This design comes from an exercise in tuning for small area, a short achievable clock period and few clock cycles on the open sky130 flow, not from production work. Only simulation tests tie the RTL to the original design; equivalence was not proved.

==> job 9041: inputs <==
// muldiv_unit
module muldiv_unit (
    input               clk,
    input               resetn,
    input               req_valid,
    output              req_ready,
    input       [2:0]   req_op,      
    input       [31:0]  req_a,
    input       [31:0]  req_b,
    input       [31:0]  req_hi,      
    input       [31:0]  req_lo,
    output              resp_valid,
    output      [31:0]  resp_hi,
    output      [31:0]  resp_lo
);
Settings: LEC_CHECK=0, CAP_MARGIN=20, CORE_MARGIN=2, CORE_UTILIZATION=40, SLEW_MARGIN=20; clock period 20.0 ns.
standard.sh (not shown) runs the stock make flow with config.mk's settings and CLKGATE_MAP_FILE= SYNTH_SCRIPT=/design/flow/synth_recipe.tcl, a recipe that flattens the netlist after the stock synthesis.
==> flow/flow/run.sh <==
#!/bin/bash
# The standard layout (standard.sh), with ORFS's setup repair asked to leave a
# larger slack margin: the design's 20 ns clock leaves every path with slack,
# so without a margin the repair never works on the critical paths.
set -euo pipefail
MARGIN=13
sed "s|\"\${@:-finish}\"|SETUP_SLACK_MARGIN=$MARGIN \"\${@:-finish}\"|" standard.sh > standard_margin.sh
grep -q "SETUP_SLACK_MARGIN=$MARGIN" standard_margin.sh
bash standard_margin.sh > layout.log 2>&1
==> job 1273 (differences from job 9041) <==
--- a/flow/design.v
+++ b/flow/design.v
@@ -8,15 +8,15 @@
     input       [31:0]  a,           
     input       [31:0]  b,           
     input               take,        
     output              idle,        
     output              done,        
     output      [63:0]  res          
 );
-    localparam S_IDLE = 2'd0, S_ITER = 2'd1, S_DONE = 2'd2;
+    localparam S_IDLE = 2'd0, S_ITER = 2'd1, S_DONE = 2'd2, S_FIX = 2'd3;
     reg [1:0]   state;
     reg [3:0]   cnt;
     reg [31:0]  rr, qq;          
     reg [31:0]  dd;              
     reg [33:0]  d3;              
     reg         q_neg, r_neg;
     function [5:0] clz32;
@@ -64,26 +64,27 @@
         end
     endfunction
     wire [33:0] st1 = r4(rr, qq[31:30], dd, d3);
     wire [33:0] st2 = r4(st1[33:2], qq[29:28], dd, d3);
     wire        load = start && (state == S_IDLE || (state == S_DONE && take));
     assign idle = state == S_IDLE;
     assign done = state == S_DONE;
-    assign res  = {(rr ^ {32{r_neg}}) + {31'd0, r_neg},
-                   (qq ^ {32{q_neg}}) + {31'd0, q_neg}};
+    assign res  = {rr, qq};
+    wire        fix = r_neg || q_neg;
     always @(posedge clk) begin
         if (!resetn) begin
             state <= S_IDLE;
         end
         else if (load) begin
-            state <= qzero ? S_DONE : S_ITER;
+            state <= !qzero ? S_ITER : a_neg ? S_FIX : S_DONE;
         end
         else begin
             case (state)
-                S_ITER: if (cnt == 4'd1) state <= S_DONE;
+                S_ITER: if (cnt == 4'd1) state <= fix ? S_FIX : S_DONE;
+                S_FIX:  state <= S_DONE;
                 S_DONE: if (take) state <= S_IDLE;
                 default: ;
             endcase
         end
     end
     always @(posedge clk) begin
         if (load) begin
@@ -96,14 +97,18 @@
             r_neg <= a_neg;
         end
         else if (state == S_ITER) begin
             cnt   <= cnt - 4'd1;
             rr    <= st2[33:2];
             qq    <= {qq[27:0], st1[1:0], st2[1:0]};
         end
+        else if (state == S_FIX) begin
+            rr    <= (rr ^ {32{r_neg}}) + {31'd0, r_neg};
+            qq    <= (qq ^ {32{q_neg}}) + {31'd0, q_neg};
+        end
     end
 endmodule
 module MultDiv (
     input  [31:0] a,
     input  [16:0] one,
     input  [16:0] two,
     input  [16:0] neg,
@@ -3165,17 +3170,17 @@
     output      [31:0]  resp_hi,
     output      [31:0]  resp_lo
 );
     reg         ir_valid;
     reg         ir_div, ir_sa, ir_sb;
     reg [31:0]  ir_a, ir_b, ir_hi, ir_lo;
     reg [16:0]  ir_one, ir_two, ir_neg;
-    reg         or_full;         
-    reg         or_wait;         
-    reg [63:0]  or_res;
+    reg         e0_full, e1_full;    
+    reg         e0_wait, e1_wait;    
+    reg [63:0]  e0_res, e1_res;
     wire        rq_sgn = !req_op[0];
     wire        rq_sub = req_op[2] && req_op[1];
     wire        rq_sa  = rq_sgn && req_a[31];
     wire        rq_sb  = rq_sgn && req_b[31];
     wire [34:0] rq_bx  = {{2{rq_sb}}, req_b, 1'b0};
     wire        rq_flip = rq_sub ^ rq_sa;       
     reg  [16:0] rq_one, rq_two, rq_neg;
@@ -3186,40 +3191,48 @@
             rq_two[j] = (rq_bx[2*j+2] & !rq_bx[2*j+1] & !rq_bx[2*j]) |
                         (!rq_bx[2*j+2] & rq_bx[2*j+1] & rq_bx[2*j]);
             rq_neg[j] = rq_bx[2*j+2] ^ rq_flip;
         end
     end
     wire        div_idle, div_done;
     wire [63:0] div_res, mac_res;
-    wire        or_resp   = or_full && !or_wait;
+    wire        or_resp   = e0_full && !e0_wait;
     wire        div_resp  = div_done && !or_resp;
-    wire        mul_issue = ir_valid && !ir_div && (!or_full || or_resp);
+    wire        q_one     = or_resp ? e1_full : (e0_full && !e1_full);
+    wire        q_two     = !or_resp && e1_full;
+    wire        mul_issue = ir_valid && !ir_div && !q_two;
     wire        div_issue = ir_valid &&  ir_div && (div_idle || div_resp);
     wire        consume   = mul_issue || div_issue;
     wire        div_busy  = div_issue || !(div_idle || div_resp);
     assign req_ready  = !ir_valid || consume;
     assign resp_valid = or_resp || div_resp;
-    assign resp_hi    = div_resp ? div_res[63:32] : or_res[63:32];
-    assign resp_lo    = div_resp ? div_res[31:0]  : or_res[31:0];
+    assign resp_hi    = div_resp ? div_res[63:32] : e0_res[63:32];
+    assign resp_lo    = div_resp ? div_res[31:0]  : e0_res[31:0];
     always @(posedge clk) begin
         if (!resetn) begin
             ir_valid <= 1'b0;
-            or_full  <= 1'b0;
-            or_wait  <= 1'b0;
+            e0_full  <= 1'b0;
+            e1_full  <= 1'b0;
+            e0_wait  <= 1'b0;
+            e1_wait  <= 1'b0;
         end
         else begin
             ir_valid <= req_ready ? req_valid : ir_valid;
-            if (mul_issue) begin
-                or_full <= 1'b1;
-                or_wait <= div_busy;
-            end
-            else begin
-                if (or_resp) or_full <= 1'b0;
-                if (div_resp) or_wait <= 1'b0;
-            end
+            e0_full  <= q_one || q_two || mul_issue;
+            e1_full  <= q_two || (q_one && mul_issue);
+            if (or_resp)
+                e0_wait <= e1_full ? e1_wait : div_busy;
+            else if (!e0_full)
+                e0_wait <= div_busy;
+            else if (div_resp)
+                e0_wait <= 1'b0;
+            if (q_one)
+                e1_wait <= div_busy;
+            else if (div_resp)
+                e1_wait <= 1'b0;
         end
     end
     always @(posedge clk) begin
         if (req_ready) begin
             ir_div <= !req_op[2] && req_op[1];
             ir_sa  <= rq_sa;
             ir_sb  <= rq_sb;
@@ -3227,16 +3240,20 @@
             ir_b   <= rq_sb ? -req_b : req_b;
             ir_one <= rq_one;
             ir_two <= rq_two;
             ir_neg <= rq_neg;
             ir_hi <= req_op[2] ? req_hi : 32'd0;
             ir_lo <= req_op[2] ? req_lo : 32'd0;
         end
-        if (mul_issue)
-            or_res <= mac_res;
+        if (or_resp && e1_full)
+            e0_res <= e1_res;
+        else if (!q_one && !q_two)
+            e0_res <= mac_res;
+        if (q_one)
+            e1_res <= mac_res;
     end
     MultDiv u_mac (
         .a   ( ir_a            ),
         .one ( ir_one          ),
         .two ( ir_two          ),
         .neg ( ir_neg          ),
         .x   ( {ir_hi, ir_lo}  ),
==> summary of the runs <==
Job 1273 passed the timing, DRC and antenna checks. Job 9041 passed the timing, DRC and antenna checks.
Die area: job 1273 is higher than job 9041 (5.0%).
Of job 9041 and job 1273, job 1273 has the higher sequential cell count (gap 66).
Between job 1273 and job 9041, the lower cell count is in job 9041 (gap 3.4%, measured against job 9041).
Of job 9041 and job 1273, job 1273 has the higher setup slack (gap 0.44 ns).
Of job 9041 and job 1273, job 1273 has the higher utilization (gap 0.41 points).
Against job 9041, the register-to-register slack of job 1273 is worse by 0.25 ns.
Between job 9041 and job 1273, the lower critical path depth is in job 9041 (gap 11).
Of job 9041 and job 1273, job 1273 has the higher sequential share of layout area (gap 1.6 points).
Via count: job 9041 is lower than job 1273 (about 3%).
==> figures <==
item	job 1273	job 9041
Run status	complete, no violations	complete, no violations
Cell with the largest stage delay on the worst path	sky130_fd_sc_hd__or4_4	sky130_fd_sc_hd__edfxtp_1
Final area over synthesized area	1.2012x	1.1879x
Weighted congestion reported at the end of routability-driven placement	0.9981	0.9888
Die Width	403.0 µm	393.2 µm
Placed Cells	9072	8773
Num tapcells	2072	2016
Per-instance average area after synthesis	8.981 µm²	8.844 µm²
Area of the multi-input gates	47880 µm²	46260 µm²
Wire length of the first global-routing pass	384.4 mm	365.8 mm
Final standard cell count with taps included and fillers excluded	9451	9142
Nature of the critical path endpoint	flip-flop	output pin
Non-clock buffer count in the final layout	625	615
Worst slew margin relative to its limit	11.25%	26.93%
FFs & Latches	450	384
Total wirelength of the detailed-routed design	268.3 mm	263.8 mm
Area share of the leading cell type in the synthesized netlist	20.89%	18.78%
Worst path most repeated cell	sky130_fd_sc_hd__fa_1	sky130_fd_sc_hd__and2_4
Non-Filler Cell Area, Final	76500 µm²	71990 µm²
Global Route met3 Usage	11.84%	7.619%
Testbench counts of job 9041, summed over its fixed seeds: cycles 5,426.
Testbench counts of job 1273, summed over its fixed seeds: cycles 5,243.

separate check: timing with driven ports:
Ports are ideal in the flow. The routed layouts listed here were re-timed in OpenROAD.
Step 1: set_driving_cell puts a clkbuf_16 on clk and a buf_2 on each other input, an assumption about the parent block.
Step 2 times the ports against the registers' clock, not the clock port: input delays grow and output delays shrink by t, the midpoint of the rising clock arrivals with the driver on.
Three values: ideal ports, drivers, drivers and shift; two values: the first two.
run | shift t [ns] | setup slack, ns | worst setup path at the end | latest minus earliest clock arrival (ns) | worst slew at a driven data input, ns
job 9041 | 0.744 | 12.380 / 12.299 / 12.612 | input to register | 0.051 / 0.051 | 0.21
job 1273 | 0.779 | 12.824 / 12.824 / 12.459 | input to register | 0.069 / 0.069 | 0.10
After both steps every run listed still meets setup and hold. For job 1273, which loses most, drivers alone change the setup slack by 0.000 ns; drivers and shift together by -0.365 ns.
